Optimization exercise on an open flow, not production practice.
RTL: at most simulated, not proved equivalent.
Function not checked: runs 2, 3, 5 and 6.
Power: default activity.

File: run.sh
#!/bin/bash
# synth_recipe.tcl (not shown) runs the flow's synth.tcl, then flattens the netlist and writes it again
# the make line also repeats each setting of config.mk as NAME=value (left out here)
make -C /OpenROAD-flow-scripts/flow DESIGN_CONFIG=/design/flow/config.mk WORK_HOME=/design/flow/orfs CLKGATE_MAP_FILE= SYNTH_SCRIPT=/design/flow/synth_recipe.tcl finish
File: config.mk
export PLATFORM = sky130hd
export DESIGN_NAME = poly2mono
export DESIGN_NICKNAME = poly2mono
export VERILOG_FILES = /design/flow/design.v
export SDC_FILE = /design/flow/constraint.sdc
export NUM_CORES = 4
export LEC_CHECK = 0
export CAP_MARGIN = 20
export CORE_MARGIN = 2
export CORE_UTILIZATION = 40
export SLEW_MARGIN = 20
File: constraint.sdc
create_clock -name core_clock -period 6.0 [get_ports {clk}]
set_input_delay 1.2000 -clock core_clock [delete_from_list [all_inputs] [get_ports {clk}]]
set_output_delay 1.2000 -clock core_clock [all_outputs]
set_load 0.01 [all_outputs]
File: design.v
module ptcam #(
  parameter DWIDTH = 19,
  parameter MEMSIZE = 16
)(
  input  logic              clk,
  input  logic              reset_n,
  input  logic [AWIDTH-1:0] w_addr,
  input  logic [DWIDTH-1:0] w_din,
  input  logic [DWIDTH-1:0] w_mask,
  input  logic              w_en,
  input  logic [AWIDTH-1:0] r_addr,
  output logic [DWIDTH-1:0] r_dout,
  input  logic [DWIDTH-1:0] search_din,
  input  logic [DWIDTH-1:0] search_mask,
  input  logic              search_en,
  output logic              search_valid,
  output logic [DWIDTH-1:0] search_dout,
  output logic [AWIDTH-1:0] search_addr_out,
  output logic              search_notfound
);
  localparam AWIDTH = $clog2(MEMSIZE);
  integer i;
  logic [MEMSIZE-1:0][DWIDTH-1:0] mem;
  always_ff @(posedge clk) begin
    if (~reset_n) begin
      for (i=0; i<MEMSIZE; i=i+1)
        mem[i] <= 0;
    end
    else if (w_en)
      mem[w_addr] <= (w_din & w_mask) | (mem[w_addr] & ~w_mask);
  end
  always_ff @(posedge clk)
    r_dout <= mem[r_addr];
  logic [DWIDTH-1:0] search_din_str;
  logic [DWIDTH-1:0] search_mask_str;
  logic [AWIDTH-1:0] search_addr;
  logic search_busy;
  logic search_match, end_of_search;
  assign search_match = (mem[search_addr] & search_mask_str) == (search_din_str & search_mask_str);
  assign end_of_search = search_addr == MEMSIZE-1;
  always_ff @(posedge clk) begin
    if (~search_busy & search_en) begin
      search_din_str <= search_din;
      search_mask_str <= search_mask;
    end
  end
  always_ff @(posedge clk) begin
    if (~reset_n)
      search_busy <= 1'b0;
    else if (search_busy & (search_match | end_of_search))
      search_busy <= 1'b0;
    else if (~search_busy & search_en)
      search_busy <= 1'b1;
  end
  always_ff @(posedge clk) begin
    if (~reset_n)
      search_addr <= 0;
    else if (search_busy) begin
      if (search_match | end_of_search)
        search_addr <= 0;
      else
        search_addr <= search_addr + 1;
    end
  end
  always_ff @(posedge clk) begin
    if (~reset_n)
      search_dout <= 0;
    else if (search_match)
      search_dout <= mem[search_addr];
  end
  always_ff @(posedge clk) begin
    if (~reset_n)
      search_addr_out <= 0;
    else if (search_match)
      search_addr_out <= search_addr;
  end
  always_ff @(posedge clk) begin
    if (~reset_n)
      search_notfound <= 1'b0;
    else if (search_match)
      search_notfound <= 1'b0;
    else if (end_of_search)
      search_notfound <= 1'b1;
  end
  always_ff @(posedge clk)
    search_valid <= search_busy & (end_of_search | search_match);
endmodule
module poly2mono #(
  parameter MAX_VOICE = 16
)(
  input  logic       clk,
  input  logic       reset_n,
  output logic       ready,
  input  logic       valid_in,
  input  logic       note_on_in,
  input  logic [6:0] note_num_in,
  input  logic [6:0] velocity_in,
  output logic       note_on_out,
  output logic [6:0] note_num_out,
  output logic [6:0] velocity_out
);
  typedef enum logic [3:0] {
    S_IDLE,
    S_STORE_INPUT,
    S_SEARCH_SAME_NOTE,
    S_SEARCH_SAME_NOTE_WAIT,
    S_UPDATE_VELOCITY,
    S_SEARCH_NONACTIVE,
    S_SEARCH_NONACTIVE_WAIT,
    S_UPDATE_LIST,
    S_CLEAR_ACTIVE,
    S_CHECK_VOICES,
    S_SEARCH_LAST_VOICED,
    S_SEARCH_LAST_VOICED_WAIT,
    S_UPDATE_TO_LAST_VOICED,
    S_SEARCH_PRIORITY,
    S_SEARCH_PRIORITY_WAIT,
    S_UPDATE_PRIORITY
  } t_state;
  typedef enum logic [18:0] {
    M_ACTIVE = {1'b1, 18'b0},
    M_PRIORITY = {1'b0, ~4'b0, 14'b0},
    M_NOTENUM = {5'b0, ~7'b0, 7'b0},
    M_VELOCITY = {12'b0, ~7'b0}
  } t_mask;
  t_state state;
  logic note_on_str;
  logic [6:0] note_num_str, velocity_str;
  logic [3:0] w_addr, search_addr_out;
  logic [18:0] w_din, search_din, search_dout;
  logic [18:0] w_mask, search_mask;   
  logic w_en, search_en, search_valid, search_notfound;
  logic [3:0] search_addr_out_str;
  logic [18:0] search_dout_str;
  logic [4:0] voices;
  logic [3:0] pcount;
  ptcam ptcam_i (
    .r_addr (4'd0),
    .r_dout (),
    .*
  );
  always_ff @(posedge clk) begin
    if (~reset_n)
      state <= S_IDLE;
    else if (state == S_UPDATE_VELOCITY)
      state <= S_IDLE;
    else if (state == S_UPDATE_LIST)
      state <= S_IDLE;
    else if (state == S_UPDATE_TO_LAST_VOICED)
      state <= S_IDLE;
    else if (state == S_IDLE & valid_in)
      state <= S_STORE_INPUT;
    else if (state == S_STORE_INPUT)
      state <= S_SEARCH_SAME_NOTE;
    else if (state == S_SEARCH_SAME_NOTE)
      state <= S_SEARCH_SAME_NOTE_WAIT;
    else if (state == S_SEARCH_SAME_NOTE_WAIT & search_valid) begin
      if (note_on_str & |velocity_str)
        state <= search_notfound ? S_SEARCH_NONACTIVE : S_UPDATE_VELOCITY;
      else
        state <= search_notfound ? S_IDLE : S_CLEAR_ACTIVE;
    end
    else if (state == S_SEARCH_NONACTIVE)
      state <= S_SEARCH_NONACTIVE_WAIT;
    else if (state == S_SEARCH_NONACTIVE_WAIT & search_valid)
      state <= search_notfound ? S_IDLE : S_UPDATE_LIST;
    else if (state == S_CLEAR_ACTIVE)
      state <= S_CHECK_VOICES;
    else if (state == S_CHECK_VOICES) begin
      if (voices[3:0] == pcount)
        state <= S_SEARCH_LAST_VOICED;
      else if (|voices)
        state <= S_SEARCH_PRIORITY;
      else
        state <= S_IDLE;
    end
    else if (state == S_SEARCH_LAST_VOICED)
      state <= S_SEARCH_LAST_VOICED_WAIT;
    else if (state == S_SEARCH_LAST_VOICED_WAIT & search_valid)
      state <= S_UPDATE_TO_LAST_VOICED;
    else if (state == S_SEARCH_PRIORITY)
      state <= S_SEARCH_PRIORITY_WAIT;
    else if (state == S_SEARCH_PRIORITY_WAIT & search_valid)
      state <= S_UPDATE_PRIORITY;
    else if (state == S_UPDATE_PRIORITY)
      state <= (pcount == voices[3:0]) ? S_IDLE : S_SEARCH_PRIORITY;
  end
  always_ff @(posedge clk) begin
    if (state == S_IDLE & valid_in) begin
      note_on_str <= note_on_in;
      note_num_str <= note_num_in;
      velocity_str <= velocity_in;
    end
  end
  always_ff @(posedge clk) begin
    if (state == S_SEARCH_SAME_NOTE)
      search_din <= {1'b1, 4'b0, note_num_str, 7'b0};
    else if (state == S_SEARCH_NONACTIVE)
      search_din <= {1'b0, 4'b0, 7'b0, 7'b0};
    else if (state == S_SEARCH_LAST_VOICED)
      search_din <= {1'b1, pcount - 4'd1, 7'b0, 7'b0};
    else if (state == S_SEARCH_PRIORITY)
      search_din <= {1'b1, pcount, 7'b0, 7'b0};
  end
  always_ff @(posedge clk) begin
    if (state == S_SEARCH_SAME_NOTE)
      search_mask <= M_ACTIVE | M_NOTENUM;
    else if (state == S_SEARCH_NONACTIVE)
      search_mask <= M_ACTIVE;
    else if (state == S_SEARCH_LAST_VOICED)
      search_mask <= M_ACTIVE | M_PRIORITY;
    else if (state == S_SEARCH_PRIORITY)
      search_mask <= M_ACTIVE | M_PRIORITY;
  end
  always_ff @(posedge clk) begin
    if (state == S_SEARCH_SAME_NOTE)
      search_en <= 1'b1;
    else if (state == S_SEARCH_NONACTIVE)
      search_en <= 1'b1;
    else if (state == S_SEARCH_LAST_VOICED)
      search_en <= 1'b1;
    else if (state == S_SEARCH_PRIORITY)
      search_en <= 1'b1;
    else
      search_en <= 1'b0;
  end
  always_ff @(posedge clk) begin
    if (search_valid)
      search_addr_out_str <= search_addr_out;
  end
  always_ff @(posedge clk) begin
    if (search_valid)
      search_dout_str <= search_dout;
  end
  always_ff @(posedge clk) begin
    if (state == S_UPDATE_VELOCITY)
      w_addr <= search_addr_out_str;
    else if (state == S_UPDATE_LIST)
      w_addr <= search_addr_out_str;
    else if (state == S_CLEAR_ACTIVE)
      w_addr <= search_addr_out_str;
    else if (state == S_UPDATE_PRIORITY)
      w_addr <= search_addr_out_str;
  end
  always_ff @(posedge clk) begin
    if (state == S_UPDATE_VELOCITY)
      w_din <= {1'b0, 4'b0, 7'b0, velocity_str};
    else if (state == S_UPDATE_LIST)
      w_din <= {1'b1, voices[3:0], note_num_str, velocity_str};
    else if (state == S_CLEAR_ACTIVE)
      w_din <= {1'b0, 4'b0, 7'b0, 7'b0};
    else if (state == S_UPDATE_PRIORITY)
      w_din <= {1'b0, pcount - 4'd1, 7'b0, 7'b0};
  end
  always_ff @(posedge clk) begin
    if (state == S_UPDATE_VELOCITY)
      w_mask <= M_VELOCITY;
    else if (state == S_UPDATE_LIST)
      w_mask <= M_ACTIVE | M_PRIORITY | M_NOTENUM | M_VELOCITY;
    else if (state == S_CLEAR_ACTIVE)
      w_mask <= M_ACTIVE;
    else if (state == S_UPDATE_PRIORITY)
      w_mask <= M_PRIORITY;
  end
  always_ff @(posedge clk) begin
    if (state == S_UPDATE_VELOCITY)
      w_en <= 1'b1;
    else if (state == S_UPDATE_LIST)
      w_en <= 1'b1;
    else if (state == S_CLEAR_ACTIVE)
      w_en <= 1'b1;
    else if (state == S_UPDATE_PRIORITY)
      w_en <= 1'b1;
    else
      w_en <= 1'b0;
  end
  always @(posedge clk) begin
    if (~reset_n)
      voices <= 5'd0;
    else if (state == S_UPDATE_LIST)
      voices <= voices + 5'd1;
    else if (state == S_CLEAR_ACTIVE)
      voices <= voices - 5'd1;
  end
  always @(posedge clk) begin
    if (state == S_CLEAR_ACTIVE)
      pcount <= search_dout_str[17:14];
    else if (state == S_UPDATE_PRIORITY & pcount != voices[3:0])
      pcount <= pcount + 4'd1;
  end
  always @(posedge clk) begin
    if (~reset_n)
      note_on_out <= 1'b0;
    else if (state == S_STORE_INPUT & ~voices[4] & note_on_str & |velocity_str)
      note_on_out <= 1'b1;
    else if (state == S_CHECK_VOICES & ~|voices)
      note_on_out <= 1'b0;
  end
  always @(posedge clk) begin
    if (~reset_n)
      note_num_out <= 7'd0;
    else if (state == S_STORE_INPUT & ~voices[4] & note_on_str & |velocity_str)
      note_num_out <= note_num_str;
    else if (state == S_UPDATE_TO_LAST_VOICED)
      note_num_out <= search_dout_str[13:7];
  end
  always @(posedge clk) begin
    if (~reset_n)
      velocity_out <= 7'd0;
    else if (state == S_STORE_INPUT & ~voices[4] & note_on_str & |velocity_str)
      velocity_out <= velocity_str;
    else if (state == S_UPDATE_TO_LAST_VOICED)
      velocity_out <= search_dout_str[6:0];
  end
  assign ready = state == S_IDLE;
endmodule
==> impl_metrics.csv, run 1 <==
group,metric,value,unit
outcome,outcome,"timing/DRC/antenna clean",
timing,setup_violations,0,
logic_synthesis,ys_seq_elements,454,
pwr,p_int,4.924,mW
routing,drcViolationCount,0,
pwr,switching_power,1.445,mW
global_route,grt_pass1_vias,17650,
logic_synthesis,seq_area_frac_synth,45.12,%
clocking,ctsRootBufferMaster,"clkbuf_16",
routing,drtIter0Drc,2287,
run,cap_viol_max_count,0,
routing,num_vias,18500,
clocking,clk_path_buf_depth,3,
logic_synthesis,synth-edff-count,73,
floorplanning,start_util,40.44,%
clocking,cts_resized,0,
clocking,clk_pin_slew,0.06,ns
timing,final_max_slew_viol_count,0,
pwr,p_sw_share,22.69,%
clocking,cts_tree,"done",
floorplanning,fp.dieH,237.3,µm
cells_and_area,num-fill-cells,4914,
global_route,grt_pass1_wl,112.6,mm
pwr,total_power,6.368,mW
cells_and_area,diodes,0,
placed_design,place.gp.congestion,0.8668,
routing,drtAntennaViolNets,0,
critical_path,required,6.52,ns
pwr,irDropWorstVdd,0.2536,mV
timing,post-route-period-util,65.53,%
placed_design,dp.final_hpwl,44.56,mm
timing,worst_slew_pin_slew,1.242,ns
clocking,cts_hold_buf,0,
timing,rsz0062_at_grt,"no",
clocking,numCtsBuffers,48,
routing,finalWirelength,74.57,mm
logic_synthesis,ys_types,63,
critical_path,worstSetupStartpointType,"register",
routing,vias_per_cell,6.367,
timing,min_period,3.932,ns
logic_synthesis,synth_ff_type,"dfxtp_1",
floorplanning,fp.coreArea,53810,µm²
routing,drt_pass1_iterations,8,
global_route,grt_max_degree,168,
global_route,antenna_found_initial,0,
routing,wl_per_cell,25.67,µm
timing,fin_tns_setup,0,ns
pwr,comb_power_share,3.4,%
clocking,clk_latency,0.60,ns
pwr,p_clk_share,47.0,%
floorplanning,die_area,56290,µm²
logic_synthesis,synth_nets,2253,
floorplanning,ios,34,
global_route,grt_usage,26.24,%
clocking,htree_levels,2,
critical_path,critical_path_arrival,4.45,ns
clocking,clock_sinks,454,
pwr,p_leak,8.329,nW
critical_path,cp-end-kind,"register",
placed_design,portBuffers,33,
logic_synthesis,synthTopCellsByArea,"dfxtp_1, mux4_2, edfxtp_1, nor2_1, a22oi_1",
critical_path,critPathMaxFanout,42,
floorplanning,fp-row-count,85,
logic_synthesis,synth_area_leader_cell,"dfxtp_1",
clocking,postCtsSetupBuffers,0,
logic_synthesis,async_flop_share,0,%
hold_path,worstHoldPathType,"register to register",
timing,fin_skew,0.02040,ns
logic_synthesis,netlist_instances,2224,
timing,whs,0.4163,ns
timing,fmax,254.3,MHz
pwr,seqPwrFrac,49.5,%
logic_synthesis,yosysTopAreaCellShare,35.05,%
global_route,grt_overflow,0,
timing,hold_viol_final,0,
critical_path,critPathKind,"register to register",
timing,relSlewSlack,16.48,%
logic_synthesis,netlist_area,21760,µm²
logic_synthesis,syn_avg_cell_area,9.785,µm²
cells_and_area,nets,2200,
logic_synthesis,yosys_warnings,2,
pwr,powerDensity,260.4,nW/µm²
floorplanning,die_w,237.3,µm
cells_and_area,area_growth,12.36,%
cells_and_area,drive_above_1_share,12.68,%
## worst paths after layout
| kind | from | to | slack [ns] | cells past startpoint |
|---|---|---|---|---|
| max | ptcam_i.search_addr[0]$_SDFFE_PN0P_ | ptcam_i.search_dout[12]$_SDFFE_PN0N_ | 2.07 | 8 |
| min | search_addr_out_str[1]$_DFFE_PP_ | w_addr[1]$_DFFE_PP_ | 0.42 | 0 |
| max reg2reg | ptcam_i.search_addr[0]$_SDFFE_PN0P_ | ptcam_i.search_dout[12]$_SDFFE_PN0N_ | 2.07 | 8 |
| min reg2reg | search_addr_out_str[1]$_DFFE_PP_ | w_addr[1]$_DFFE_PP_ | 0.42 | 0 |
## synthesized netlist by cell type (all sizes together), types with 5 or more instances
| cell | n |
|---|---|
| nor2 | 488 |
| dfxtp | 381 |
| a22oi | 243 |
| clkbuf | 147 |
| mux2i | 116 |
| mux4 | 113 |
| nor3 | 86 |
| nand2 | 77 |
| a21oi | 76 |
| edfxtp | 73 |
| o21ai | 64 |
| buf | 46 |
| nand3 | 37 |
| a211oi | 25 |
| o221ai | 24 |
| o22ai | 23 |
| o31ai | 23 |
| xnor2 | 22 |
| inv | 21 |
| and3 | 14 |
| a22o | 12 |
| and2 | 11 |
| ha | 10 |
| nor2b | 10 |
| nand2b | 8 |
| or2 | 8 |
| a21o | 5 |
| a221oi | 5 |
| xor2 | 5 |
## final cells by class
type | count | area [µm²] | area share (%)
clock buffer | 68 | 1409 | 5.762
clock inverter | 20 | 168.9 | 0.6908
inverter | 23 | 93.84 | 0.3838
multi-input combinational | 1554 | 11310 | 46.24
sequential | 454 | 9828 | 40.19
tap | 696 | 870.8 | 3.561
timing repair buffer | 90 | 774.5 | 3.167
## kinds of logic (layout without fill, tap and decap cells)
logic type,after synthesis,count (layout),synth area share [%]
AND/OR/NAND/NOR,753,753,14.49
AO/OA/AOI/OAI,531,531,17.01
flip-flops,454,454,45.12
multiplexers,232,232,17.44
buffers and inverters,216,201,4.186
XOR/XNOR,27,27,1.087
adder cells (fa/ha/maj),11,11,0.6669
## worst max-delay path: stages, from the launching register on
cell and delay (ns):
dfxtp_4 0.90, mux4_2 0.60, a22o_1 0.23, a221oi_2 0.40, xnor2_1 0.12, a41o_1 0.24, a211o_1 0.56, or4_1 0.63
a21oi_1 0.13
## layout by cell type (no fill, tap or decap), types with 33 or more instances in the layout
| cell type | instances |
|---|---|
| nor2_1 | 474 |
| mux2i_1 | 116 |
| a22oi_1 | 243 |
| o21ai_0 | 64 |
| edfxtp_1 | 73 |
| clkdlybuf4s50_1 | 33 |
| mux4_2 | 98 |
| nand2_1 | 77 |
| clkbuf_16 | 50 |
| nand3_1 | 35 |
| dfxtp_1 | 378 |
| buf_4 | 55 |
| nor3_1 | 83 |
| a21oi_1 | 76 |
## metal layers
layer	vias up	share of wire, %	global-route usage, %
met5	-	0	0
met4	0	3.3	9.968
met2	1065	44	39.86
met1	9119	41	36.24
li1	8154	-	-
met3	157	11	6.248
## flip-flops by register name, summed over array words and instances (netlist names), 2 cells and up
signal	flops
w_mask	4
velocity_str	7
ptcam_i.search_mask_str	2
state	4
pcount	4
ptcam_i.search_dout	18
ptcam_i.search_mask	2
search_addr_out_str	4
ptcam_i.search_din_str	12
ptcam_i.search_addr_out	4
voices	5
velocity_out	7
ptcam_i.search_addr	4
note_num_str	7
search_dout_str	18
w_din	18
w_addr	4
note_num_out	7
search_din	12
ptcam_i.mem	304
## stage by stage
step	instance area, µm²	utilization (%)	worst slack (ns)	instances
floorplan	21760	-	2.686	2224
global placement	22760	42.29	2.146	2816
detailed placement	22770	42.31	2.121	2816
CTS	24350	45.24	2.114	2904
global route	24450	45.44	1.898	2905
finish	24450	45.44	2.068	2905
## power by group through the flow
stage	logic (mW)	clock network (mW)	registers (mW)
2_1_floorplan	0.159	0	3.20
3_3_place_gp	0.212	0	3.22
3_5_place_dp	0.216	0	3.22
4_1_cts	0.217	3.03	3.15
5_1_grt	0.236	3.16	3.16
6_report	0.218	3.00	3.15
Testbench counts, summed over its fixed seeds: cycles 795,683.
==> run 2, diff against run 1 <==
==> design.v (replaced) <==
module poly2mono #(
  parameter MAX_VOICE = 16
)(
  input  logic       clk,
  input  logic       reset_n,
  output logic       ready,
  input  logic       valid_in,
  input  logic       note_on_in,
  input  logic [6:0] note_num_in,
  input  logic [6:0] velocity_in,
  output logic       note_on_out,
  output logic [6:0] note_num_out,
  output logic [6:0] velocity_out
);
  localparam N = 16;
  logic       p_on, p_off;
  logic [6:0] p_note, p_vel;
  logic [6:0] e_note [0:N-1];
  logic [6:0] e_vel  [0:N-1];
  logic [4:0] cnt;
  logic [6:0] onote_r, ovel_r;
  logic [N-1:0] valid, match, pre;
  logic hit, full, push, rm, on_eff, rm_top;
  assign ready = 1'b1;
  always_ff @(posedge clk) begin
    p_on   <= reset_n & valid_in & note_on_in & (|velocity_in);
    p_off  <= reset_n & valid_in & ~(note_on_in & (|velocity_in));
    p_note <= note_num_in;
    p_vel  <= velocity_in;
  end
  always_comb begin
    for (int i = 0; i < N; i++) begin
      valid[i] = cnt > i;
      match[i] = valid[i] & (e_note[i] == p_note);
    end
    pre[0] = match[0];
    for (int i = 1; i < N; i++)
      pre[i] = pre[i-1] | match[i];
  end
  assign hit    = |match;
  assign full   = cnt[4];
  assign push   = p_on & ~hit & ~full;
  assign rm     = p_off & hit;
  assign on_eff = p_on & ~full;
  assign rm_top = p_off & match[0];
  logic [N-1:0] dn, ld, hold_n, hold_v;
  logic [6:0] nx_note [0:N-1];
  logic [6:0] nx_vel  [0:N-1];
  always_comb begin
    for (int i = 0; i < N; i++) begin
      dn[i]     = (i < N-1) & p_off & pre[i];
      ld[i]     = p_on & match[i];
      hold_n[i] = ~push & ~dn[i];
      hold_v[i] = ~push & ~dn[i] & ~ld[i];
    end
    nx_note[0] = ({7{push}} & p_note) | ({7{dn[0]}} & e_note[1]) | ({7{hold_n[0]}} & e_note[0]);
    nx_vel[0]  = ({7{push | ld[0]}} & p_vel) | ({7{dn[0]}} & e_vel[1]) | ({7{hold_v[0]}} & e_vel[0]);
    for (int i = 1; i < N-1; i++) begin
      nx_note[i] = ({7{push}} & e_note[i-1]) | ({7{dn[i]}} & e_note[i+1]) | ({7{hold_n[i]}} & e_note[i]);
      nx_vel[i]  = ({7{push}} & e_vel[i-1]) | ({7{dn[i]}} & e_vel[i+1]) | ({7{ld[i]}} & p_vel)
                 | ({7{hold_v[i]}} & e_vel[i]);
    end
    nx_note[N-1] = ({7{push}} & e_note[N-2]) | ({7{hold_n[N-1]}} & e_note[N-1]);
    nx_vel[N-1]  = ({7{push}} & e_vel[N-2]) | ({7{ld[N-1]}} & p_vel) | ({7{hold_v[N-1]}} & e_vel[N-1]);
  end
  always_ff @(posedge clk) begin
    for (int i = 0; i < N; i++) begin
      e_note[i] <= nx_note[i];
      e_vel[i]  <= nx_vel[i];
    end
  end
  always_ff @(posedge clk) begin
    if (~reset_n)
      cnt <= 5'd0;
    else if (push)
      cnt <= cnt + 5'd1;
    else if (rm)
      cnt <= cnt - 5'd1;
  end
  always_comb begin
    if (on_eff) begin
      note_num_out = p_note;
      velocity_out = p_vel;
    end else if (rm_top) begin
      note_num_out = (cnt == 5'd1) ? e_note[0] : e_note[1];
      velocity_out = (cnt == 5'd1) ? e_vel[0]  : e_vel[1];
    end else begin
      note_num_out = onote_r;
      velocity_out = ovel_r;
    end
  end
  assign note_on_out = p_on | ((cnt != 5'd0) & ~(p_off & match[0] & (cnt == 5'd1)));
  always_ff @(posedge clk) begin
    if (~reset_n) begin
      onote_r <= 7'd0;
      ovel_r  <= 7'd0;
    end else begin
      onote_r <= note_num_out;
      ovel_r  <= velocity_out;
    end
  end
endmodule
--- a/config.mk
+++ b/config.mk
@@ -8,4 +8,5 @@
 export CAP_MARGIN = 20
 export CORE_MARGIN = 2
 export CORE_UTILIZATION = 40
+export SETUP_SLACK_MARGIN = 3
 export SLEW_MARGIN = 20
==> run 2 against run 1 <==
Against the previous run: via count fell by 42%; hold slack improved by 0.040 ns; fmax rose by 8.5%; global-route usage fell by 5.0 points; synthesized cell count fell by 45%; cell count fell by 41%; critical endpoint is now note_num_out[6]; still clean on timing, DRC and antenna; setup slack improved by 0.31 ns; combinational power rose to 3.2 times the previous value.
==> impl_metrics.csv, run 2 <==
group,metric,value,unit
cells_and_area,reg_top3,"e_vel: 112 flops, e_note: 105 flops",
logic_synthesis,netlist_instances,1228,
critical_path,worstSetupStartpointType,"register",
cells_and_area,layout_commonest_cell,"dfxtp_1",
placed_design,portBuffers,32,
logic_synthesis,async_flop_share,0,%
cells_and_area,num-fill-cells,2683,
logic_synthesis,syn_avg_cell_area,10.04,µm²
cells_and_area,ff_latch_area,5273,µm²
routing,drt_pass1_iterations,5,
timing,worst_slew_pin_slew,0.8272,ns
routing,drtIter0Drc,1006,
critical_path,critPathMaxFanout,7,
timing,whs,0.4561,ns
routing,vias_per_cell,6.226,
cells_and_area,multi_input_area,7169,µm²
logic_synthesis,synth_area_leader_cell,"dfxtp_1",
timing,final_max_slew_viol_count,0,
logic_synthesis,synth-edff-count,7,
pwr,p_leak,6.575,nW
logic_synthesis,ys_types,61,
cells_and_area,drive_above_1_share,21.65,%
clocking,numCtsBuffers,28,
critical_path,cp-end-kind,"output pin",
critical_path,slowest_delay,0.35,ns
critical_path,required,4.80,ns
timing,setup_violations,0,
critical_path,path_cells,"buf_12, xor2_2, nor4_1, and3_4, nand2_8, nand2_1, o21ai_1, mux2_4, buf_6",
timing,fin_skew,0.009039,ns
global_route,grt_usage,21.19,%
global_route,grt_pass1_wl,56.79,mm
routing,drtAntennaViolNets,0,
timing,relSlewSlack,44.65,%
timing,min_period,3.622,ns
global_route,grt_pass1_vias,9989,
critical_path,crit_slowest_cell,"and3_4",
clocking,clk_latency,0.55,ns
placed_design,place_area,12920,µm²
placed_design,dp_cells,1587,
logic_synthesis,netlist_area,12330,µm²
timing,fin_tns_setup,0,ns
global_route,antenna_found_initial,0,
timing,fmax,276.1,MHz
clocking,clock_sinks,259,
clocking,clk_path_buf_depth,3,
routing,drcViolationCount,0,
logic_synthesis,synth_nets,1252,
hold_path,worstHoldPathType,"register to register",
cells_and_area,diodes,0,
clocking,clk_pin_slew,0.06,ns
outcome,outcome,"timing/DRC/antenna clean",
clocking,cts_hold_buf,0,
global_route,grt_max_degree,69,
logic_synthesis,synth_common_cells,"dfxtp_1, a22o_1, a221o_1, xnor2_1, a21o_1",
timing,hold_viol_final,0,
pwr,powerDensity,300.2,nW/µm²
placed_design,preCtsSetupSlack,2.083,ns
cells_and_area,layout.cells.non_filler,1717,
cells_and_area,area_growth,28.21,%
logic_synthesis,synthTopCellsByArea,"dfxtp_1, a22o_1, a221o_1, xnor2_1, a21o_1",
logic_synthesis,synth_ff_type,"dfxtp_1",
logic_synthesis,synth_most_common_cell,"dfxtp_1",
pwr,irDropWorstVdd,0.2023,mV
critical_path,critical-path-top-delay-family,"simple AND/OR/NAND/NOR gates",
pwr,total_power,4.745,mW
clocking,htree_levels,1,
floorplanning,fp-row-count,64,
logic_synthesis,yosys_warnings,5,
critical_path,critPathKind,"register to output pin",
cells_and_area,nets,1326,
routing,finalWirelength,39.00,mm
placed_design,dp.final_hpwl,22.34,mm
logic_synthesis,ys_seq_elements,259,
clocking,cts_tree,"done",
placed_design,place.gp.congestion,0.8395,
routing,num_vias,10690,
floorplanning,fp.dieH,179.6,µm
floorplanning,die_w,179.6,µm
timing,rsz0062_at_grt,"yes",
critical_path,path_buf_inv,2,
critical_path,critical_path_arrival,2.42,ns
logic_synthesis,seq_area_frac_synth,42.62,%
run,cap_viol_max_count,0,
cells_and_area,final_cell_mix,"dfxtp_1, a22o_1, a221o_1",
logic_synthesis,yosysTopAreaCellShare,40.91,%
cells_and_area,largest_reg_flops,112,
timing,post-route-period-util,60.37,%
global_route,grt_overflow,0,
routing,wl_per_cell,22.72,µm
floorplanning,die_area,32250,µm²
floorplanning,start_util,40.42,%
cells_and_area,utilization,51.82,%
floorplanning,fp.coreArea,30510,µm²
clocking,ctsRootBufferMaster,"clkbuf_16",
cells_and_area,largest_register,"e_vel",
floorplanning,ios,34,
timing,fin_ws,2.378,ns
cells_and_area,fin_area,15810,µm²
==> run 2: cell families (layout without fill, tap and decap cells) <==
group / count (synthesis) / after routing / synth area share, %
AOI/OAI and AO/OA: 457 / 457 / 31.00
xor gates and xnor gates: 112 / 112 / 7.955
adders and majority gates: 6 / 6 / 0.6088
buffers and inverters: 121 / 211 / 4.607
DFF: 259 / 259 / 42.62
muxes: 37 / 37 / 3.156
other: 1 / 1 / 0.03041
and+or+nand+nor: 235 / 238 / 10.03
==> run 2: final cells by class <==
| cell class | count | share of cell area, % |
|---|---|---|
| Clock inverter | 6 | 0.5065 |
| Tap cell | 396 | 3.134 |
| Clock buffer | 43 | 5.429 |
| Sequential cell | 259 | 33.35 |
| Timing Repair Buffer | 139 | 11.68 |
| Inverter | 23 | 0.5461 |
| Multi-Input combinational cell | 851 | 45.35 |
==> run 2: power breakdown <==
group | leakage (nW) | internal, mW | switching [mW]
Sequential | 2.13 | 1.97 | 0.290
Clock | 0.466 | 1.06 | 0.716
Combinational | 3.98 | 0.405 | 0.301
Total | 6.57 | 3.44 | 1.31
==> run 2: worst register-to-register path, cell delays in order (launching register included) <==
cell and delay (ns):
dfxtp_2 0.32, buf_12 0.12, buf_8 0.15, buf_4 0.18
xnor2_1 0.16, nand3_1 0.18, nor4_2 0.42, or3_4 0.23
nor3b_4 0.05, nor3b_4 0.16, buf_6 0.16, buf_16 0.14
a211oi_2 0.55, a221o_1 0.26
==> run 2: final timing paths <==
path	depth (start not counted)	slack [ns]	endpoint	from
setup / recovery	9	2.38	note_num_out[6]	p_note[2]$_DFF_P_
hold / removal	1	0.46	e_vel[15][0]$_DFF_P_	e_vel[15][0]$_DFF_P_
setup reg to reg	13	2.85	e_vel[12][4]$_DFF_P_	p_note[6]$_DFF_P_
hold reg to reg	1	0.46	e_vel[15][0]$_DFF_P_	e_vel[15][0]$_DFF_P_
==> run 2: what timing repair did <==
item                       in CTS  in global routing
hold endpoints to repair        0                  0
setup endpoints to repair     244                242
cloned                          9                 23
buffers inserted               17                 32
resized for setup             199                110
pin swaps                      23                 99
==> run 2: metal layers <==
metal | GRT usage, % | up-vias | share of wire (%)
met5 | 0 | - | 0
met4 | 6.146 | 0 | 2.6
met3 | 2.310 | 68 | 5.8
met2 | 31.98 | 360 | 46
met1 | 31.78 | 5377 | 46
li1 | - | 4885 | -
==> run 3, diff against run 2 <==
--- a/config.mk
+++ b/config.mk
@@ -8,5 +8,5 @@
 export CAP_MARGIN = 20
 export CORE_MARGIN = 2
 export CORE_UTILIZATION = 40
-export SETUP_SLACK_MARGIN = 3
+export SETUP_SLACK_MARGIN = 0
 export SLEW_MARGIN = 20
==> run 3 against run 2 <==
Against the previous run: still clean on timing, DRC and antenna; first-iteration DRC count is 25% lower; cell area is 13% lower; fmax is 27% lower; count of clock-buffer cells in the layout is 3 lower; critical path depth stayed put; largest power group unchanged.
==> impl_metrics.csv, run 3 <==
group,metric,value,unit
cells_and_area,final_cell_mix,"dfxtp_1, a22o_1, a221o_1",
logic_synthesis,netlist_area,12330,µm²
timing,rsz0062_at_grt,"no",
logic_synthesis,yosysTopAreaCellShare,40.91,%
placed_design,dp.final_hpwl,22.04,mm
pwr,switching_power,1.203,mW
global_route,grt_pass1_wl,51.92,mm
clocking,clk_path_buf_depth,3,
global_route,grt_max_degree,137,
cells_and_area,diodes,0,
critical_path,slowest_delay,0.58,ns
logic_synthesis,synth_area_leader_cell,"dfxtp_1",
logic_synthesis,netlist_instances,1228,
critical_path,required,4.80,ns
critical_path,crit_start,"p_note[2]$_DFF_P_",
pwr,p_int,3.359,mW
floorplanning,die_w,179.6,µm
pwr,p_leak,5.670,nW
pwr,powerDensity,329.8,nW/µm²
floorplanning,fp.dieH,179.6,µm
outcome,outcome,"timing/DRC/antenna clean",
global_route,grt_usage,19.01,%
routing,drt_pass1_iterations,5,
clocking,numCtsBuffers,28,
critical_path,path_cells,"buf_4, xor2_1, nor4_1, and3_1, nand2_1, nand2_1, o21ai_0, mux2_2, clkdlybuf4s50_1",
logic_synthesis,ys_types,61,
floorplanning,ios,34,
global_route,antenna_found_initial,0,
critical_path,r2r-start,"cnt[1]$_SDFFE_PN0P_",
pwr,comb_power_share,12.3,%
floorplanning,fp-row-count,64,
floorplanning,fp.coreArea,30510,µm²
logic_synthesis,synth_common_cells,"dfxtp_1, a22o_1, a221o_1, xnor2_1, a21o_1",
hold_path,hp-start,"e_vel[15][2]$_DFF_P_",
cells_and_area,largest_reg_flops,112,
floorplanning,start_util,40.42,%
floorplanning,die_area,32250,µm²
timing,worst_slew_pin_slew,0.9229,ns
clocking,htree_levels,1,
timing,relSlewSlack,38.48,%
routing,num_vias,9694,
cells_and_area,area_growth,12.17,%
critical_path,critPathMaxFanout,28,
timing,fmax,201.9,MHz
routing,drtIter0Drc,757,
timing,setup_violations,0,
timing,hold_viol_final,0,
logic_synthesis,synthTopCellsByArea,"dfxtp_1, a22o_1, a221o_1, xnor2_1, a21o_1",
cells_and_area,largest_register,"e_vel",
clocking,cts_hold_buf,0,
placed_design,place.gp.congestion,0.8375,
critical_path,worstSetupStartpointType,"register",
routing,drtAntennaViolNets,0,
logic_synthesis,synth_ff_type,"dfxtp_1",
cells_and_area,fin_area,13830,µm²
timing,whs,0.4541,ns
routing,vias_per_cell,5.929,
cells_and_area,nets,1242,
clocking,clock_sinks,259,
critical_path,path_buf_inv,2,
logic_synthesis,async_flop_share,0,%
logic_synthesis,syn_avg_cell_area,10.04,µm²
logic_synthesis,yosys_warnings,5,
critical_path,crit_top_cell,"nand2_1",
clocking,ctsRootBufferMaster,"clkbuf_16",
routing,wl_per_cell,19.21,µm
clocking,clk_latency,0.55,ns
cells_and_area,num-fill-cells,2875,
cells_and_area,reg_top3,"e_vel: 112 flops, e_note: 105 flops",
placed_design,place_area,12890,µm²
timing,min_period,4.952,ns
routing,drcViolationCount,0,
logic_synthesis,seq_area_frac_synth,42.62,%
global_route,grt_pass1_vias,9353,
logic_synthesis,ys_seq_elements,259,
timing,fin_skew,0.02086,ns
clocking,postCtsSetupBuffers,0,
critical_path,critPathKind,"register to output pin",
timing,final_max_slew_viol_count,0,
pwr,p_clk_share,38.4,%
pwr,p_sw_share,26.36,%
critical_path,cp-end-kind,"output pin",
cells_and_area,drive_above_1_share,7.587,%
logic_synthesis,synth_nets,1252,
placed_design,portBuffers,32,
run,cap_viol_max_count,0,
cells_and_area,utilization,45.33,%
logic_synthesis,synth_most_common_cell,"dfxtp_1",
critical_path,critical-path-top-delay-family,"simple AND/OR/NAND/NOR gates",
hold_path,worstHoldPathType,"register to register",
pwr,irDropWorstVdd,0.2198,mV
global_route,grt_overflow,0,
clocking,cts_resized,0,
clocking,clk_pin_slew,0.06,ns
critical_path,critical_path_arrival,3.75,ns
cells_and_area,layout_commonest_cell,"dfxtp_1",
pwr,seqPwrFrac,49.3,%
routing,finalWirelength,31.42,mm
critical_path,crit_slowest_cell,"nand2_1",
clocking,cts_tree,"done",
logic_synthesis,synth-edff-count,7,
timing,post-route-period-util,82.54,%
timing,fin_tns_setup,0,ns
-- run 3: cell types whose count changed in the layout (fill, tap and decap cells not counted), moves of 15 or more --
cell	delta
nor2_1	+17
o21ai_1	-25
buf_4	-28
nor3_1	+16
buf_12	-15
clkdlybuf4s50_1	+15
buf_6	-24
o21ai_0	+26
-- run 3: power groups by stage --
| stage | registers [mW] | logic, mW | clock network, mW |
|---|---|---|---|
| final | 2.25 | 0.562 | 1.75 |
| after global routing | 2.29 | 0.623 | 1.86 |
| after CTS | 2.25 | 0.562 | 1.78 |
| after detailed placement | 2.28 | 0.559 | 0 |
| after global placement | 2.29 | 0.549 | 0 |
| after floorplan | 2.18 | 0.477 | 0 |
-- run 3: final timing paths --
path | end | slack, ns | cells past startpoint
worst max-delay path | note_num_out[2] | 1.05 | 9
worst min-delay path | e_vel[15][2]$_DFF_P_ | 0.45 | 1
worst min register to register | e_vel[15][2]$_DFF_P_ | 0.45 | 1
worst max register to register | e_vel[0][4]$_DFF_P_ | 2.08 | 11
-- run 3: cell families (layout without fill, tap and decap cells) --
family          count (synthesis)  count (layout)  synth area share [%]
simple gates                  235             235                 10.03
compound gates                457             457                 31.00
mux                            37              37                 3.156
flops                         259             259                 42.62
other cells                     1               1               0.03041
xor+xnor                      112             112                 7.955
fa+ha+maj                       6               6                0.6088
buf+inv                       121             132                 4.607
-- run 3: through the flow --
step	worst slack, ns	total power, mW	cells
after floorplan	2.591	2.656	1228
after global placement	1.689	2.835	1584
after detailed placement	1.659	2.841	1584
after CTS	1.049	4.595	1635
after global routing	0.6853	4.767	1635
final	1.048	4.562	1635
-- run 3: area by class of cell --
type | instances | area (µm²) | area share (%)
Multi-Input combinational cell | 848 | 6514 | 47.10
Sequential cell | 259 | 5255 | 38.00
Clock buffer | 40 | 807.0 | 5.835
Timing Repair Buffer | 58 | 540.5 | 3.908
Tap cell | 396 | 495.5 | 3.582
Clock inverter | 11 | 132.6 | 0.9589
Inverter | 23 | 86.33 | 0.6242
-- run 3: layer usage --
| layer | global-route usage, % | vias to the layer above | wire length [µm] |
|---|---|---|---|
| met1 | 29.20 | 4785 | 16180 |
| met4 | 3.512 | 0 | 485 |
| met2 | 28.63 | 192 | 13590 |
| met5 | 0 | - | 0 |
| met3 | 2.289 | 32 | 1161 |
| li1 | - | 4685 | - |
==> run 4, diff against run 3 <==
--- a/design.v
+++ b/design.v
@@ -43,31 +43,30 @@
   assign rm     = p_off & hit;
   assign on_eff = p_on & ~full;
   assign rm_top = p_off & match[0];
-  logic [N-1:0] dn, ld, hold_n, hold_v;
-  logic [6:0] nx_note [0:N-1];
-  logic [6:0] nx_vel  [0:N-1];
-  always_comb begin
-    for (int i = 0; i < N; i++) begin
-      dn[i]     = (i < N-1) & p_off & pre[i];
-      ld[i]     = p_on & match[i];
-      hold_n[i] = ~push & ~dn[i];
-      hold_v[i] = ~push & ~dn[i] & ~ld[i];
+  always_ff @(posedge clk) begin
+    if (push) begin
+      e_note[0] <= p_note;
+      e_vel[0]  <= p_vel;
+    end else if (p_off & match[0]) begin
+      e_note[0] <= e_note[1];
+      e_vel[0]  <= e_vel[1];
+    end else if (p_on & match[0])
+      e_vel[0]  <= p_vel;
+    for (int i = 1; i < N-1; i++) begin
+      if (push) begin
+        e_note[i] <= e_note[i-1];
+        e_vel[i]  <= e_vel[i-1];
+      end else if (p_off & pre[i]) begin
+        e_note[i] <= e_note[i+1];
+        e_vel[i]  <= e_vel[i+1];
+      end else if (p_on & match[i])
+        e_vel[i]  <= p_vel;
     end
-    nx_note[0] = ({7{push}} & p_note) | ({7{dn[0]}} & e_note[1]) | ({7{hold_n[0]}} & e_note[0]);
-    nx_vel[0]  = ({7{push | ld[0]}} & p_vel) | ({7{dn[0]}} & e_vel[1]) | ({7{hold_v[0]}} & e_vel[0]);
-    for (int i = 1; i < N-1; i++) begin
-      nx_note[i] = ({7{push}} & e_note[i-1]) | ({7{dn[i]}} & e_note[i+1]) | ({7{hold_n[i]}} & e_note[i]);
-      nx_vel[i]  = ({7{push}} & e_vel[i-1]) | ({7{dn[i]}} & e_vel[i+1]) | ({7{ld[i]}} & p_vel)
-                 | ({7{hold_v[i]}} & e_vel[i]);
-    end
-    nx_note[N-1] = ({7{push}} & e_note[N-2]) | ({7{hold_n[N-1]}} & e_note[N-1]);
-    nx_vel[N-1]  = ({7{push}} & e_vel[N-2]) | ({7{ld[N-1]}} & p_vel) | ({7{hold_v[N-1]}} & e_vel[N-1]);
-  end
-  always_ff @(posedge clk) begin
-    for (int i = 0; i < N; i++) begin
-      e_note[i] <= nx_note[i];
-      e_vel[i]  <= nx_vel[i];
-    end
+    if (push) begin
+      e_note[N-1] <= e_note[N-2];
+      e_vel[N-1]  <= e_vel[N-2];
+    end else if (p_on & match[N-1])
+      e_vel[N-1]  <= p_vel;
   end
   always_ff @(posedge clk) begin
     if (~reset_n)
@@ -89,7 +88,7 @@
       velocity_out = ovel_r;
     end
   end
-  assign note_on_out = p_on | ((cnt != 5'd0) & ~(p_off & match[0] & (cnt == 5'd1)));
+  assign note_on_out = push | ((cnt != 5'd0) & ~(rm & (cnt == 5'd1)));
   always_ff @(posedge clk) begin
     if (~reset_n) begin
       onote_r <= 7'd0;
--- a/config.mk
+++ b/config.mk
@@ -8,5 +8,4 @@
 export CAP_MARGIN = 20
 export CORE_MARGIN = 2
 export CORE_UTILIZATION = 40
-export SETUP_SLACK_MARGIN = 0
 export SLEW_MARGIN = 20
==> run 4 against run 3 <==
Against the previous run: die area rose by 14%; hold slack better by 0.070 ns; utilization fell by 0.53 points; sequential power shrank 7%; largest power group unchanged.
==> impl_metrics.csv, run 4 <==
group,metric,value,unit
outcome,outcome,"timing/DRC/antenna clean",
logic_synthesis,ys_types,58,
global_route,grt_max_degree,181,
logic_synthesis,syn_avg_cell_area,12.17,µm²
routing,num_vias,8781,
timing,rsz0062_at_grt,"no",
clocking,postCtsSetupBuffers,0,
placed_design,portBuffers,32,
run,cap_viol_max_count,0,
placed_design,place_area,14610,µm²
critical_path,worstSetupStartpointType,"register",
logic_synthesis,yosys_warnings,3,
routing,drtAntennaViolNets,0,
timing,fin_tns_setup,0,ns
timing,relSlewSlack,27.42,%
logic_synthesis,synth-edff-count,224,
floorplanning,start_util,40.70,%
cells_and_area,nets,1175,
timing,min_period,5.779,ns
clocking,clock_sinks,259,
cells_and_area,num-fill-cells,3139,
logic_synthesis,synthTopCellsByArea,"edfxtp_1, mux2_4, mux2i_1, dfxtp_1, xor2_1",
logic_synthesis,ys_seq_elements,259,
floorplanning,fp.coreArea,34630,µm²
cells_and_area,area_growth,10.09,%
global_route,antenna_found_initial,0,
critical_path,reg2reg_depth,9,
routing,wl_per_cell,19.27,µm
hold_path,hp-start,"e_note[14][0]$_DFFE_PP_",
clocking,ctsRootBufferMaster,"clkbuf_16",
clocking,clk_latency,0.55,ns
hold_path,whs_path_depth,0,
cells_and_area,fin_area,15510,µm²
global_route,grt_pass1_vias,8749,
critical_path,critPathMaxFanout,18,
critical_path,path_cells,"xor2_1, nor3_1, and3_1, or4b_2, or2_1, or3_1, a32o_1, nand2_1, clkdlybuf4s50_1",
clocking,cts_tree,"done",
clocking,numCtsBuffers,28,
floorplanning,fp-row-count,68,
clocking,htree_levels,1,
critical_path,r2r-start,"p_note[3]$_DFF_P_",
pwr,irDropWorstVdd,0.2321,mV
logic_synthesis,synth_nets,1182,
routing,drtIter0Drc,656,
routing,vias_per_cell,5.394,
logic_synthesis,seq_area_frac_synth,52.70,%
global_route,grt_overflow,0,
critical_path,path_buf_inv,1,
floorplanning,die_w,191.7,µm
hold_path,worstHoldPathType,"register to register",
cells_and_area,final_cell_mix,"edfxtp_1, nor2_1, a21oi_1",
timing,final_max_slew_viol_count,0,
pwr,total_power,4.113,mW
cells_and_area,diodes,0,
pwr,p_leak,6.237,nW
cells_and_area,utilization,44.80,%
critical_path,ff2ff_setup_slack,0.97,ns
critical_path,critical-path-top-delay-family,"simple AND/OR/NAND/NOR gates",
placed_design,dp.final_hpwl,22.33,mm
logic_synthesis,synth_most_common_cell,"edfxtp_1",
critical_path,cp-end-kind,"output pin",
clocking,cts_resized,0,
cells_and_area,drive_above_1_share,16.97,%
floorplanning,fp.dieH,191.7,µm
logic_synthesis,netlist_instances,1158,
placed_design,preCtsSetupSlack,0.7987,ns
logic_synthesis,synth_common_cells,"edfxtp_1, nor2_1, a21oi_1, mux2i_1, mux2_4",
global_route,grt_pass1_wl,50.14,mm
clocking,clk_pin_slew,0.07,ns
routing,drt_pass1_iterations,5,
global_route,grt_usage,17.23,%
critical_path,crit_slowest_cell,"dfxtp_1",
logic_synthesis,netlist_area,14090,µm²
critical_path,required,4.80,ns
hold_path,min_to,"e_note[15][0]$_DFFE_PP_",
cells_and_area,reg_top3,"e_note: 112 flops, e_vel: 112 flops",
logic_synthesis,yosysTopAreaCellShare,47.73,%
timing,fin_skew,0.01072,ns
logic_synthesis,synth_ff_type,"edfxtp_1",
timing,setup_violations,0,
critical_path,critPathKind,"register to output pin",
pwr,powerDensity,265.1,nW/µm²
logic_synthesis,async_flop_share,0,%
floorplanning,die_area,36750,µm²
timing,worst_slew_pin_slew,1.075,ns
critical_path,critical_path_arrival,4.58,ns
clocking,clk_path_buf_depth,3,
logic_synthesis,synth_area_leader_cell,"edfxtp_1",
timing,fmax,173.0,MHz
critical_path,slowest_delay,1.04,ns
routing,drcViolationCount,0,
timing,hold_viol_final,0,
critical_path,r2r_end,"e_vel[14][4]$_DFFE_PP_",
timing,fin_ws,0.2208,ns
timing,post-route-period-util,96.32,%
clocking,cts_hold_buf,0,
cells_and_area,layout_commonest_cell,"edfxtp_1",
placed_design,place.gp.congestion,0.8246,
routing,finalWirelength,31.37,mm
floorplanning,ios,34,
-- run 4: cell count changes in the layout (fill, tap and decap cells not counted), moves of 22 or more --
cell	before	now
a21o_1	87	9
a21oi_1	6	114
a221o_1	101	1
a22o_1	161	0
a22oi_1	25	1
and2_1	37	15
dfxtp_1	252	35
edfxtp_1	7	224
mux2_4	0	86
mux2i_1	22	102
nor2_1	32	117
xnor2_1	95	44
xor2_1	17	68
-- run 4: worst max path at each step --
stage                             start     endpoint  slack, ns  depth (start not counted)
CTS                   p_note[3]$_DFF_P_  note_on_out       0.20                          9
global placement      p_note[3]$_DFF_P_  note_on_out       0.84                          9
global route          p_note[3]$_DFF_P_  note_on_out       0.01                          9
floorplan           cnt[1]$_SDFFE_PN0P_  note_on_out       1.50                         15
detailed placement    p_note[3]$_DFF_P_  note_on_out       0.80                          9
finish                p_note[3]$_DFF_P_  note_on_out       0.22                          9
-- run 4: kinds of logic (layout without fill, tap and decap cells) --
family          count (synthesis)  after routing  share of synthesized area (%)
simple gates                  264            264                          8.674
flops                         259            259                          52.70
mux                           221            221                          19.04
compound gates                190            190                          7.706
xor+xnor                      112            112                          6.960
buf+inv                       105            120                          4.359
fa+ha+maj                       6              6                         0.5327
other cells                     1              1                        0.02661
-- run 4: final cells by class --
cell class,count,area (µm²),share of cell area (%)
Multi-Input combinational cell,794,6071,39.13
Tap cell,455,569.3,3.669
Clock inverter,17,177.7,1.145
Sequential cell,259,7427,47.87
Inverter,16,60.06,0.3871
Timing Repair Buffer,52,483.0,3.113
Clock buffer,35,726.9,4.685
-- run 4: through the flow --
step	instances	hold slack, ns
2_1_floorplan	1158	0.4649
4_1_cts	1628	0.5321
3_3_place_gp	1576	0.5090
3_5_place_dp	1576	0.5129
5_1_grt	1628	0.5346
6_report	1628	0.5244
-- run 4: power breakdown --
part           total, mW  switching, mW  internal (mW)
clock               1.71          0.719          0.991
combinational      0.308          0.153          0.155
sequential          2.09         0.0698           2.03
total               4.11          0.941           3.17
-- run 4: routing by layer --
layer	wire, µm	part of all wire [%]	track usage (%)
met3	1300	4.1	2.320
met5	0	0	0
met1	16230	52	27.00
met2	13400	43	25.51
met4	430	1.4	2.840
Testbench counts of run 4, summed over its fixed seeds: cycles 24,000.
==> run 5, diff against run 4 <==
==> design.v (replaced) <==
module poly2mono #(
  parameter MAX_VOICE = 16
)(
  input  logic       clk,
  input  logic       reset_n,
  output logic       ready,
  input  logic       valid_in,
  input  logic       note_on_in,
  input  logic [6:0] note_num_in,
  input  logic [6:0] velocity_in,
  output logic       note_on_out,
  output logic [6:0] note_num_out,
  output logic [6:0] velocity_out
);
  localparam N = 16;
  logic       p_on, p_off;
  logic [6:0] p_note, p_vel;
  logic [6:0] e_note [0:N-1];
  logic [6:0] e_vel  [0:N-1];
  logic [4:0] cnt;
  assign ready = 1'b1;
  logic [N-1:0] valid, match, pre, dn, ld, hold_n, hold_v;
  logic hit, full, push, rm;
  logic [6:0] nx_note [0:N-1];
  logic [6:0] nx_vel  [0:N-1];
  logic [4:0] cnt_nx;
  always_comb begin
    for (int i = 0; i < N; i++) begin
      valid[i] = cnt > i;
      match[i] = valid[i] & (e_note[i] == p_note);
    end
    pre[0] = match[0];
    for (int i = 1; i < N; i++)
      pre[i] = pre[i-1] | match[i];
  end
  assign hit  = |match;
  assign full = cnt[4];
  assign push = p_on & ~hit & ~full;
  assign rm   = p_off & hit;
  always_comb begin
    for (int i = 0; i < N; i++) begin
      dn[i]     = (i < N-1) & p_off & pre[i];
      ld[i]     = p_on & match[i];
      hold_n[i] = ~push & ~dn[i];
      hold_v[i] = ~push & ~dn[i] & ~ld[i];
    end
    nx_note[0] = ({7{push}} & p_note) | ({7{dn[0]}} & e_note[1]) | ({7{hold_n[0]}} & e_note[0]);
    nx_vel[0]  = ({7{push | ld[0]}} & p_vel) | ({7{dn[0]}} & e_vel[1]) | ({7{hold_v[0]}} & e_vel[0]);
    for (int i = 1; i < N-1; i++) begin
      nx_note[i] = ({7{push}} & e_note[i-1]) | ({7{dn[i]}} & e_note[i+1]) | ({7{hold_n[i]}} & e_note[i]);
      nx_vel[i]  = ({7{push}} & e_vel[i-1]) | ({7{dn[i]}} & e_vel[i+1]) | ({7{ld[i]}} & p_vel)
                 | ({7{hold_v[i]}} & e_vel[i]);
    end
    nx_note[N-1] = ({7{push}} & e_note[N-2]) | ({7{hold_n[N-1]}} & e_note[N-1]);
    nx_vel[N-1]  = ({7{push}} & e_vel[N-2]) | ({7{ld[N-1]}} & p_vel) | ({7{hold_v[N-1]}} & e_vel[N-1]);
  end
  always_ff @(posedge clk) begin
    for (int i = 0; i < N; i++) begin
      e_note[i] <= nx_note[i];
      e_vel[i]  <= nx_vel[i];
    end
  end
  assign cnt_nx = push ? cnt + 5'd1 : rm ? cnt - 5'd1 : cnt;
  always_ff @(posedge clk) begin
    if (~reset_n)
      cnt <= 5'd0;
    else
      cnt <= cnt_nx;
  end
  logic in_is_on, in_on, in_off;
  assign in_is_on = note_on_in & (|velocity_in);
  assign in_on    = reset_n & valid_in & in_is_on;
  assign in_off   = reset_n & valid_in & ~in_is_on;
  always_ff @(posedge clk) begin
    p_on   <= in_on;
    p_off  <= in_off;
    p_note <= note_num_in;
    p_vel  <= velocity_in;
  end
  logic eq_p, eq_0, eq_1, top_hit, one_nx;
  assign eq_p = note_num_in == p_note;
  assign eq_0 = note_num_in == e_note[0];
  assign eq_1 = note_num_in == e_note[1];
  assign top_hit = push  ? eq_p
                 : dn[0] ? (valid[1] & eq_1)
                 :         (valid[0] & eq_0);
  assign one_nx = cnt_nx == 5'd1;
  always_ff @(posedge clk) begin
    if (~reset_n) begin
      note_on_out  <= 1'b0;
      note_num_out <= 7'd0;
      velocity_out <= 7'd0;
    end else if (in_on) begin
      note_on_out <= 1'b1;
      if (~cnt_nx[4]) begin
        note_num_out <= note_num_in;
        velocity_out <= velocity_in;
      end
    end else if (in_off & top_hit) begin
      note_on_out  <= ~one_nx;
      note_num_out <= one_nx ? nx_note[0] : nx_note[1];
      velocity_out <= one_nx ? nx_vel[0]  : nx_vel[1];
    end
  end
endmodule
==> run 5 against run 4 <==
Against the previous run: via count is 25% higher; utilization is 1.1 points higher; die area is 11% lower; hold slack worse by 0.082 ns; non-clock buffer count is 11 higher; critical endpoint is now note_num_out[4]$_SDFFE_PN0P_; sequential share of layout area is 10 points lower; fmax is 13% higher; combinational power is 120% higher; critical path type is now register to register.
==> impl_metrics.csv, run 5 <==
group,metric,value,unit
outcome,outcome,"timing/DRC/antenna clean",
cells_and_area,num-fill-cells,2953,
cells_and_area,diodes,0,
critical_path,required,6.46,ns
clocking,numCtsBuffers,29,
critical_path,cp-end-kind,"register",
logic_synthesis,syn_avg_cell_area,8.769,µm²
pwr,p_leak,5.769,nW
clocking,clk_pin_slew,0.06,ns
logic_synthesis,netlist_area,12480,µm²
logic_synthesis,synth_common_cells,"nand2_1, dfxtp_1, a22oi_1, a222oi_1, xnor2_1",
critical_path,crit_slowest_cell,"nor3_4",
clocking,cts_resized,0,
logic_synthesis,synth_nets,1447,
logic_synthesis,ys_types,61,
clocking,cts_tree,"done",
logic_synthesis,netlist_instances,1423,
logic_synthesis,synth_ff_type,"dfxtp_1",
logic_synthesis,ys_seq_elements,260,
routing,drcViolationCount,0,
critical_path,critical_path_arrival,5.58,ns
pwr,irDropWorstVdd,0.2443,mV
cells_and_area,drive_above_1_share,6.458,%
logic_synthesis,synth_top_family_by_area,"compound AO/OA/AOI/OAI gates",
logic_synthesis,seq_area_frac_synth,42.27,%
clocking,clk_latency,0.57,ns
logic_synthesis,synth-edff-count,7,
routing,num_vias,10960,
routing,drtAntennaViolNets,0,
placed_design,portBuffers,32,
floorplanning,die_area,32620,µm²
cells_and_area,largest_register,"e_vel",
routing,drt_pass1_iterations,8,
clocking,ctsRootBufferMaster,"clkbuf_16",
critical_path,critPathKind,"register to register",
global_route,grt_overflow,0,
cells_and_area,largest_reg_flops,112,
logic_synthesis,synth_simple_gate_area_share,17.71,%
placed_design,dp_cells,1782,
global_route,antenna_found_initial,0,
clocking,postCtsSetupBuffers,0,
timing,rsz0062_at_grt,"no",
placed_design,place.gp.congestion,0.8857,
routing,vias_per_cell,5.967,
timing,fin_skew,0.01379,ns
logic_synthesis,synthAdderAreaFrac,0.6016,%
clocking,clk_path_buf_depth,3,
placed_design,place_area,13080,µm²
logic_synthesis,synth_compound_area_share,24.40,%
pwr,powerDensity,353.5,nW/µm²
clocking,cts_hold_buf,0,
routing,drtIter0Drc,1244,
cells_and_area,layout_commonest_cell,"nand2_1",
cells_and_area,fin_area,14080,µm²
clocking,htree_levels,1,
critical_path,ff2ff_setup_slack,0.88,ns
cells_and_area,area_growth,12.86,%
routing,wl_per_cell,19.33,µm
critical_path,path_cells,"inv_1, ha_1, o21ba_2, a31oi_1, nor3_1, or3_1, or4_1, nor3_4, a211o_1, nand2_1, or4_1, a31o_1",
cells_and_area,reg_top3,"e_vel: 112 flops, e_note: 105 flops",
timing,relSlewSlack,23.63,%
global_route,grt_pass1_wl,57.88,mm
timing,min_period,5.118,ns
floorplanning,fp-row-count,64,
floorplanning,die_w,180.6,µm
logic_synthesis,yosysTopAreaCellShare,40.59,%
global_route,grt_usage,21.06,%
timing,fmax,195.4,MHz
critical_path,critPathMaxFanout,24,
critical_path,slowest_delay,0.92,ns
logic_synthesis,synth_area_leader_cell,"dfxtp_1",
cells_and_area,final_cell_mix,"nand2_1, dfxtp_1, a22oi_1",
logic_synthesis,synth_xor_area_share,9.616,%
floorplanning,start_util,40.69,%
logic_synthesis,post_synth_mux_area_share,0.08022,%
timing,post-route-period-util,85.31,%
timing,worst_slew_pin_slew,1.143,ns
timing,final_max_slew_viol_count,0,
cells_and_area,utilization,45.92,%
global_route,grt_pass1_vias,10600,
routing,finalWirelength,35.49,mm
timing,hold_viol_final,0,
placed_design,dp.final_hpwl,25.49,mm
logic_synthesis,async_flop_share,0,%
timing,setup_violations,0,
cells_and_area,nets,1441,
logic_synthesis,yosys_warnings,5,
global_route,grt_max_degree,121,
cells_and_area,layout.cells.non_filler,1836,
floorplanning,fp.coreArea,30670,µm²
hold_path,worstHoldPathType,"register to register",
critical_path,crit_top_cell,"or4_1",
logic_synthesis,synth_most_common_cell,"nand2_1",
run,cap_viol_max_count,0,
floorplanning,fp.dieH,180.6,µm
floorplanning,ios,34,
pwr,total_power,4.978,mW
timing,fin_tns_setup,0,ns
logic_synthesis,synthTopCellsByArea,"dfxtp_1, nand2_1, a222oi_1, xnor2_1, a22oi_1",
clocking,clock_sinks,260,
critical_path,worstSetupStartpointType,"register",
## run 5: changes by cell type after synthesis, sizes merged, moves of 30 or more
cell,previous run,this run
a21oi,120,20
a221o,1,33
a222oi,0,84
a22o,0,34
a22oi,1,86
dfxtp,35,253
edfxtp,224,7
inv,16,53
mux2,119,0
mux2i,102,1
nand2,60,297
nor2,118,34
xnor2,44,74
## run 5: kinds of logic after synthesis
| kind of cell | after synthesis |
|---|---|
| AND/OR/NAND/NOR | 489 |
| flip-flops | 260 |
| adder cells (fa/ha/maj) | 6 |
| other | 1 |
| multiplexers | 1 |
| XOR/XNOR | 137 |
| AO/OA/AOI/OAI | 376 |
| buffers and inverters | 153 |
## run 5: where the power goes
part	internal [mW]	switching (mW)	leakage [nW]	total (mW)
registers	2.05	0.400	2.14	2.45
clock network	1.12	0.750	0.492	1.87
logic	0.334	0.331	3.13	0.666
total	3.50	1.48	5.77	4.98
## run 5: critical path: cells and delay by family, from the launching register on
family	cells	cell delay, ns
and+or+nand+nor	6	3.02
DFF	1	0.43
AOI/OAI and AO/OA	4	1.04
buffers and inverters	1	0.24
adders and majority gates	1	0.26
## run 5: layout make-up
cell class,count,area (µm²),share of cell area (%)
Inverter,53,198.9,1.413
Clock buffer,32,747.0,5.304
Timing Repair Buffer,63,565.5,4.016
Clock inverter,22,257.7,1.830
Tap cell,396,495.5,3.518
Sequential cell,260,5275,37.46
Multi-Input combinational cell,1010,6543,46.46
## run 5: per-stage QoR
stage / hold WS (ns) / worst slack [ns]
after floorplan: 0.4220 / 2.304
after global placement: 0.4339 / 1.068
after detailed placement: 0.4357 / 0.9656
after CTS: 0.4449 / 0.9445
after global routing: 0.4700 / 0.7191
final: 0.4427 / 0.8817
## run 5: final timing paths
path / startpoint / endpoint / cells after the start
worst min register to register: e_vel[15][0]$_DFF_P_ / e_vel[15][0]$_DFF_P_ / 2
worst max register to register: cnt[1]$_SDFF_PN0_ / note_num_out[4]$_SDFFE_PN0P_ / 12
worst max-delay path: cnt[1]$_SDFF_PN0_ / note_num_out[4]$_SDFFE_PN0P_ / 12
worst min-delay path: e_vel[15][0]$_DFF_P_ / e_vel[15][0]$_DFF_P_ / 2
## run 5: metal layers
| metal | vias to the layer above | track usage, % | part of all wire, % |
|---|---|---|---|
| met3 | 37 | 2.385 | 5.2 |
| met1 | 5340 | 30.11 | 47 |
| met2 | 294 | 34.31 | 46 |
| met4 | 0 | 4.161 | 1.5 |
| li1 | 5285 | - | - |
| met5 | - | 0 | 0 |
==> run 6, diff against run 5 <==
--- a/config.mk
+++ b/config.mk
@@ -8,4 +8,6 @@
 export CAP_MARGIN = 20
 export CORE_MARGIN = 2
 export CORE_UTILIZATION = 40
+export SETUP_SLACK_MARGIN = 3.5
 export SLEW_MARGIN = 20
+export TNS_END_PERCENT = 5
==> run 6 against run 5 <==
Against the previous run: sequential power about the same; still clean on timing, DRC and antenna; cell area is 9.8% higher; critical path type unchanged; flip-flop and latch count unchanged; critical endpoint unchanged; count of clock-buffer cells in the layout rose by 13; non-clock buffer count rose by 67; fmax grew 42%; first-iteration DRC count is 10% higher; clock power down 4%; combinational power rose by 15%; setup slack better by 1.5 ns; largest cell class unchanged; critical path depth rose by 1.
==> impl_metrics.csv, run 6 <==
group,metric,value,unit
outcome,outcome,"timing/DRC/antenna clean",
logic_synthesis,synth-edff-count,7,
routing,wl_per_cell,20.42,µm
logic_synthesis,yosysTopAreaCellShare,40.59,%
pwr,total_power,4.998,mW
timing,setup_violations,0,
floorplanning,ios,34,
placed_design,portBuffers,32,
logic_synthesis,netlist_instances,1423,
clocking,clk_pin_slew,0.06,ns
logic_synthesis,synth_nets,1447,
clocking,cts_tree,"done",
routing,num_vias,11400,
floorplanning,die_w,180.6,µm
pwr,p_int,3.505,mW
logic_synthesis,ys_seq_elements,260,
pwr,p_clk_share,36.0,%
logic_synthesis,synth_ff_type,"dfxtp_1",
cells_and_area,final_cell_mix,"nand2_1, dfxtp_1, a22oi_1",
hold_path,whs_path_depth,2,
global_route,grt_usage,22.68,%
run,cap_viol_max_count,0,
timing,min_period,3.606,ns
floorplanning,fp.coreArea,30670,µm²
routing,drt_pass1_iterations,8,
pwr,seqPwrFrac,48.7,%
logic_synthesis,async_flop_share,0,%
clocking,cts_hold_buf,0,
pwr,comb_power_share,15.3,%
critical_path,worstSetupStartpointType,"register",
logic_synthesis,synthTopCellsByArea,"dfxtp_1, nand2_1, a222oi_1, xnor2_1, a22oi_1",
placed_design,place.gp.congestion,0.8676,
pwr,p_sw_share,29.88,%
cells_and_area,diodes,0,
global_route,grt_max_degree,96,
global_route,grt_pass1_vias,10980,
cells_and_area,nets,1507,
logic_synthesis,yosys_warnings,5,
placed_design,dp.final_hpwl,24.90,mm
logic_synthesis,synth_area_leader_cell,"dfxtp_1",
logic_synthesis,synth_common_cells,"nand2_1, dfxtp_1, a22oi_1, a222oi_1, xnor2_1",
clocking,clk_path_buf_depth,3,
cells_and_area,area_growth,23.88,%
clocking,clock_sinks,260,
critical_path,cp-end-kind,"register",
clocking,numCtsBuffers,28,
pwr,p_leak,6.368,nW
cells_and_area,drive_above_1_share,15.68,%
routing,drcViolationCount,0,
floorplanning,start_util,40.69,%
timing,fmax,277.3,MHz
pwr,irDropWorstVdd,0.2358,mV
floorplanning,fp-row-count,64,
critical_path,critPathKind,"register to register",
logic_synthesis,ys_types,61,
floorplanning,die_area,32620,µm²
critical_path,required,6.45,ns
timing,post-route-period-util,60.11,%
cells_and_area,num-fill-cells,2821,
logic_synthesis,synth_most_common_cell,"nand2_1",
routing,finalWirelength,38.81,mm
timing,final_max_slew_viol_count,0,
hold_path,worstHoldPathType,"register to register",
timing,fin_tns_setup,0,ns
timing,relSlewSlack,24.36,%
cells_and_area,reg_top3,"e_vel: 112 flops, e_note: 105 flops",
pwr,switching_power,1.493,mW
timing,fin_skew,0.01391,ns
logic_synthesis,netlist_area,12480,µm²
timing,rsz0062_at_grt,"yes",
cells_and_area,layout_commonest_cell,"nand2_1",
timing,hold_viol_final,0,
critical_path,reg2reg_depth,13,
clocking,clk_latency,0.55,ns
logic_synthesis,syn_avg_cell_area,8.769,µm²
routing,vias_per_cell,5.995,
floorplanning,fp.dieH,180.6,µm
timing,worst_slew_pin_slew,1.130,ns
routing,drtIter0Drc,1372,
routing,drtAntennaViolNets,0,
logic_synthesis,seq_area_frac_synth,42.27,%
global_route,grt_pass1_wl,61.67,mm
critical_path,critical_path_arrival,4.06,ns
clocking,ctsRootBufferMaster,"clkbuf_16",
global_route,antenna_found_initial,0,
critical_path,critPathMaxFanout,8,
cells_and_area,largest_register,"e_vel",
clocking,htree_levels,1,
global_route,grt_overflow,0,
cells_and_area,largest_reg_flops,112,
pwr,powerDensity,323.3,nW/µm²
run 6: metrics by stage:
step	area, µm²	cells	setup slack, ns	util [%]	hold WS [ns]
global route	15460	1901	2.300	50.40	0.4656
global placement	13120	1776	1.430	42.78	0.4317
CTS	15170	1885	2.418	49.48	0.4427
finish	15460	1901	2.394	50.40	0.4417
detailed placement	13120	1776	1.380	42.78	0.4326
floorplan	12580	1423	2.505	-	0.4220
run 6: repair_timing:
item	4_1_cts	5_1_grt
endpoints found under the setup margin	260	260
resized for setup	119	34
pin swaps	22	20
buffers inserted	50	14
gates cloned	7	2
run 6: worst max-delay path, stage by stage (launching register included):
cell     delay (ns)
dfxtp_4        0.44
ha_4           0.16
and3_4         0.19
ha_4           0.13
or4_4          0.12
nor3_2         0.03
or3_4          0.40
or4_4          0.56
nor3_4         0.24
buf_6          0.17
nor2_4         0.06
a221o_1        0.35
or4_1          0.41
a31o_1         0.22
run 6: logic make-up (layout without fill, tap and decap cells):
logic type,Yosys count,after routing,synth area share [%]
buffers and inverters,153,235,5.294
AOI/OAI and AO/OA,376,376,24.40
and+or+nand+nor,489,489,17.71
adders and majority gates,6,6,0.6016
xor gates and xnor gates,137,137,9.616
DFF,260,260,42.27
other,1,1,0.03005
muxes,1,1,0.08022
run 6: final timing paths:
path	startpoint	to	slack [ns]
setup / recovery	cnt[1]$_SDFF_PN0_	note_num_out[4]$_SDFFE_PN0P_	2.39
hold / removal	e_vel[15][2]$_DFF_P_	e_vel[15][2]$_DFF_P_	0.44
setup reg to reg	cnt[1]$_SDFF_PN0_	note_num_out[4]$_SDFFE_PN0P_	2.39
hold reg to reg	e_vel[15][2]$_DFF_P_	e_vel[15][2]$_DFF_P_	0.44
run 6: cell type report:
cell class / count / area [µm²] / area share (%)
clock buffers: 45 / 905.9 / 5.860
clock inverters: 7 / 76.32 / 0.4937
inverters: 53 / 203.9 / 1.319
multi-input cells: 1010 / 7042 / 45.55
flip-flops and latches: 260 / 5305 / 34.32
well taps: 396 / 495.5 / 3.205
repair buffers: 130 / 1430 / 9.251
run 6: routing by layer:
| layer | vias to the layer above | share of wire [%] | wire, µm | track usage [%] |
|---|---|---|---|---|
| met1 | 5556 | 47 | 18280 | 33.55 |
| met4 | 0 | 1.8 | 704 | 5.000 |
| li1 | 5398 | - | - | - |
| met3 | 57 | 6.0 | 2337 | 2.587 |
| met2 | 385 | 45 | 17480 | 35.38 |
| met5 | - | 0 | 0 | 0 |
run 6: power by group through the flow:
stage,Combinational (mW),Sequential (mW),Clock (mW)
detailed placement,0.663,2.46,0
CTS,0.733,2.43,1.83
finish,0.764,2.43,1.80
global route,0.853,2.47,1.90
global placement,0.653,2.46,0
floorplan,0.553,2.32,0
